Source: an optimization exercise on an open RTL-to-GDS flow (aim: small area, a short achievable clock period and few clock cycles per item). Production flows keep margins and buffers that such runs may drop.
Function was checked by simulation only, so behaviour that the tests miss may differ from the original.

## SET
module SET (rst,clk,en,central,radius,mode,busy,valid,candidate);
For scale: ~1600 cells after synthesis, roughly 51 I/O pins.
export LEC_CHECK = 0
export CAP_MARGIN = 20
export CORE_MARGIN = 2
export CORE_UTILIZATION = 40
export SLEW_MARGIN = 20
create_clock -name core_clock -period 8.0 [get_ports {clk}]
run.sh (not shown) runs the stock make flow with config.mk's settings and CLKGATE_MAP_FILE= SYNTH_SCRIPT=/design/flow/synth_recipe.tcl, a recipe that flattens the netlist after the stock synthesis.
The starting point passed the timing, design-rule and antenna checks.
Testbench counts at the start, summed over its fixed seeds: cycles 1,280, items 256.
Change:
==> flow/flow/run.sh (new file) <==
#!/bin/bash
# The standard layout, with the port buffers made of plain buffers
# (sky130_fd_sc_hd__buf_4) instead of the default cell.
set -euo pipefail
export BUFFER_PORTS_ARGS="-buffer_cell sky130_fd_sc_hd__buf_4"
bash standard.sh > standard.log 2>&1
==> flow/standard.sh (new file) <==
#!/bin/bash
# synth_recipe.tcl (not shown) runs the flow's synth.tcl, then flattens the netlist and writes it again
# the make line also repeats each setting of config.mk as NAME=value (left out here)
make -C /OpenROAD-flow-scripts/flow DESIGN_CONFIG=/design/flow/config.mk WORK_HOME=/design/flow/orfs CLKGATE_MAP_FILE= SYNTH_SCRIPT=/design/flow/synth_recipe.tcl "${@:-finish}"
Settings changed: SETUP_SLACK_MARGIN set to 1.5.
removed: flow/run.sh
Effect: The changed run went through all stages and came out clean. First-iteration DRC count increases by 13%. Design area increases by 3.9%. Core utilization increases by 1.7 points. Cell count increases by 0.87%.
Change:
==> flow/run.sh (new file) <==
#!/bin/bash
# synth_recipe.tcl (not shown) runs the flow's synth.tcl, then flattens the netlist and writes it again
# the make line also repeats each setting of config.mk as NAME=value (left out here)
make -C /OpenROAD-flow-scripts/flow DESIGN_CONFIG=/design/flow/config.mk WORK_HOME=/design/flow/orfs CLKGATE_MAP_FILE= SYNTH_SCRIPT=/design/flow/synth_recipe.tcl finish
Settings changed: CORE_UTILIZATION 40 to 65, PLACE_DENSITY set to 0.75, SETUP_SLACK_MARGIN 1.5 to 2.
removed: flow/flow/run.sh
removed: flow/standard.sh
Register-to-register slack degrades by 180 ps.
Critical path depth goes down by 1.
Final cell count rose by 0.61%.
Count of clock-buffer cells in the layout does not change.
Routed wire length increases by about 23%.
Core utilization is higher by 42 points.
Maximum frequency goes down by 3.8%.
Setup slack degrades by 250 ps.

* * *

== alpha ==
The RTL this note starts from:
==> flow/design.v <==
module SET (rst,clk,en,central,radius,mode,busy,valid,candidate);
    input   rst;
    input   clk;
    input   en;
    input   [23:0]central;
    input   [11:0]radius;
    input   [1:0]mode;
    output    busy;
    output    valid;
    output   [7:0]candidate;
    reg  [2:0] ph;
    reg        first;      
    reg        valid_r;
    reg [15:0] hit;        
    reg  [5:0] acc;        
    always @(posedge clk or posedge rst) begin
        if (rst) begin
            ph      <= 3'd0;
            valid_r <= 1'b0;
        end else begin
            if (en)
                ph <= 3'd1;
            else if (ph == 3'd4)
                ph <= 3'd0;
            else if (ph != 3'd0)
                ph <= ph + 3'd1;
            valid_r <= (ph == 3'd3);
        end
    end
    assign busy  = (ph != 3'd0);
    assign valid = valid_r;
    wire [11:0] pa = {central[23:16], radius[11:8]};
    wire [11:0] pb = (mode == 2'd0) ? pa : {central[15:8], radius[7:4]};
    wire [11:0] pc = (mode == 2'd3) ? {central[7:0], radius[3:0]} :
                     (mode == 2'd2) ? {4'd4, 4'd4, 4'd15} : {4'd15, 4'd15, 4'd0};
    function [79:0] prof;
        input [3:0] r;
        begin
            case (r)
                4'd0: prof = 80'h84210842108421084200;
                4'd1: prof = 80'h84210842108421084001;
                4'd2: prof = 80'h84210842108421080022;
                4'd3: prof = 80'h84210842108421000843;
                4'd4: prof = 80'h84210842108420010c64;
                4'd5: prof = 80'h84210842108400321085;
                4'd6: prof = 80'h842108421080064294a6;
                4'd7: prof = 80'h842108421000c85318c7;
                4'd8: prof = 80'h8421084200194c639ce8;
                4'd9: prof = 80'h8421084004298e842109;
                4'd10: prof = 80'h84210800863a1094a52a;
                4'd11: prof = 80'h84210010c74252a5294b;
                4'd12: prof = 80'h84200218e84a94b5ad6c;
                4'd13: prof = 80'h840053212a52d8c6318d;
                4'd14: prof = 80'h800a74254b631ad6b5ae;
                4'd15: prof = 80'h014e952d8c6b5ce739cf;
            endcase
        end
    endfunction
    function [3:0] absdiff;
        input [3:0] p, q;
        begin
            absdiff = (p > q) ? (p - q) : (q - p);
        end
    endfunction
    function [7:0] rowmask;
        input [11:0] p;
        input [79:0] pr;
        input [3:0] y;
        reg [4:0] w;
        reg [5:0] lo, hi;
        integer x;
        begin
            w  = pr[5 * absdiff(p[7:4], y) +: 5];
            lo = {2'b00, p[11:8]} - {2'b00, w[3:0]};    
            hi = {2'b00, p[11:8]} + {2'b00, w[3:0]};
            for (x = 1; x <= 8; x = x + 1)
                rowmask[x-1] = ~w[4] & (lo[5] | (lo[4:0] <= x)) & (hi >= x);
        end
    endfunction
    wire [79:0] pra = prof(pa[3:0]);
    wire [79:0] prb = prof(pb[3:0]);
    wire [79:0] prc = prof(pc[3:0]);
    wire [3:0]  y1  = {ph[1:0], 1'b1};
    wire [3:0]  y2  = {ph[1:0], 1'b0} + 4'd2;
    wire [7:0]  a1 = rowmask(pa, pra, y1), b1 = rowmask(pb, prb, y1), c1 = rowmask(pc, prc, y1);
    wire [7:0]  a2 = rowmask(pa, pra, y2), b2 = rowmask(pb, prb, y2), c2 = rowmask(pc, prc, y2);
    wire [15:0] two = {(a2 & b2 & ~c2) | (a2 & ~b2 & c2) | (~a2 & b2 & c2),
                       (a1 & b1 & ~c1) | (a1 & ~b1 & c1) | (~a1 & b1 & c1)};
    always @(posedge clk) begin
        hit   <= two;
        first <= (ph == 3'd0);
    end
    reg [4:0] n;
    integer i;
    always @(*) begin
        n = 5'd0;
        for (i = 0; i < 16; i = i + 1)
            n = n + hit[i];
    end
    wire [6:0] sum = {1'b0, n} + {1'b0, (first ? 6'd0 : acc)};
    always @(posedge clk)
        acc <= sum[5:0];
    assign candidate = {1'b0, sum};
endmodule
Settings: LEC_CHECK=0, CAP_MARGIN=20, CORE_MARGIN=2, CORE_UTILIZATION=40, SETUP_SLACK_MARGIN=1, SLEW_MARGIN=20; clock period 8.0 ns.
Stock flow here: none of the scripts above is used.
Testbench counts of alpha, summed over its fixed seeds: cycles 1,280, items 256.
Relative to alpha, the following input files were edited for beta:
- SETUP_SLACK_MARGIN: 1 -> 1.5
- CORE_UTILIZATION: 40 -> 50
- TNS_END_PERCENT: unset -> 100
==> flow/flow/run.sh (new file) <==
#!/bin/bash
# The standard layout, with the port buffers made of plain buffers
# (sky130_fd_sc_hd__buf_4) instead of the default cell.
set -euo pipefail
export BUFFER_PORTS_ARGS="-buffer_cell sky130_fd_sc_hd__buf_4"
bash standard.sh > standard.log 2>&1
==> flow/standard.sh (new file) <==
#!/bin/bash
# synth_recipe.tcl (not shown) runs the flow's synth.tcl, then flattens the netlist and writes it again
# the make line also repeats each setting of config.mk as NAME=value (left out here)
make -C /OpenROAD-flow-scripts/flow DESIGN_CONFIG=/design/flow/config.mk WORK_HOME=/design/flow/orfs CLKGATE_MAP_FILE= SYNTH_SCRIPT=/design/flow/synth_recipe.tcl "${@:-finish}"
removed: flow/run.sh
[summary]
| sequential share of layout area | beta vs alpha | ≈ equal |
Largest stage delay on the critical path (lower): beta
On clock period minus final worst setup slack: between beta and alpha, it ends up lower for beta.
The proportion of synthesized area in mux cells of alpha and that of beta are within noise of each other.
Between beta and alpha, the die area is lower for beta.
[inputs] gamma vs beta
- TNS_END_PERCENT: 100 -> unset
- CORE_UTILIZATION: 50 -> 40
==> flow/flow/run.sh <==
#!/bin/bash
# The standard layout, with the port buffers made of plain buffers
# (sky130_fd_sc_hd__buf_2) instead of the default cell.
set -euo pipefail
export BUFFER_PORTS_ARGS="-buffer_cell sky130_fd_sc_hd__buf_2"
bash standard.sh > standard.log 2>&1
--- outcome ---
Die outline area delta (gamma − beta): unfavourable
gamma | stages: all done | timing, DRC, antenna: all pass
Taking beta as the reference, in gamma via count closely matched the old numbers.
[inputs] delta vs gamma
- a change of SETUP_SLACK_MARGIN from 1.5 to 1
==> flow/flow/run.sh <==
#!/bin/bash
# The standard layout, with the port buffers made of plain buffers
# (sky130_fd_sc_hd__buf_4) instead of the default cell.
set -euo pipefail
export BUFFER_PORTS_ARGS="-buffer_cell sky130_fd_sc_hd__buf_4"
bash standard.sh > standard.log 2>&1
### Flow results
delta: all stages complete, timing, DRC and antenna checks passed. Run comparison: delta source of the critical timing path mode[1]; gamma source of the critical timing path mode[0]. Row post-route clock period utilization: delta higher / gamma lower. Per the comparison of delta with gamma, achievable frequency went down by 4.9%; number of vias in the routed layout went down by about 1.5%; count of buffers not belonging to the clock network in the layout went down by 23%; cell count after placement was more or less identical. On pre-CTS setup slack, delta does worse than gamma.

-- afterwards: timing with drivers on the ports --
How much do the figures lean on ideal ports? The routed layouts below were timed once more, with nothing changed but the port constraints.
Step 1 (the two cells are an assumption about what drives the block):
set clk [get_ports {clk}]
set_driving_cell -lib_cell sky130_fd_sc_hd__clkbuf_16 $clk
set_driving_cell -lib_cell sky130_fd_sc_hd__buf_2 [delete_from_list [all_inputs] $clk]
Step 2 moves the port delays by t, midway between the first and last clock arrival at a register: inputs arrive t later, outputs are due t later. That takes back most of the time a late clock gives input paths.
a / b / c = no drivers / after step 1 / after step 2; a / b = the first two.
run	t (ns)	setup WS [ns]	cell pins on the clock port's net
the first run of note 1	0.297	0.549 / 0.553 / 0.255	1
the second run of note 1	0.293	1.635 / 1.630 / 1.337	1
the third run of note 1	0.316	1.385 / 1.382 / 1.066	1
alpha	0.297	1.145 / 1.147 / 0.849	1
beta	0.304	1.708 / 1.706 / 1.401	1
gamma	0.293	1.666 / 1.677 / 1.384	1
delta	0.298	1.341 / 1.336 / 1.038	1
After both steps every run listed still meets setup and hold. For the third run of note 1, which loses most, drivers alone change the setup slack by -0.003 ns; drivers and shift together by -0.319 ns.
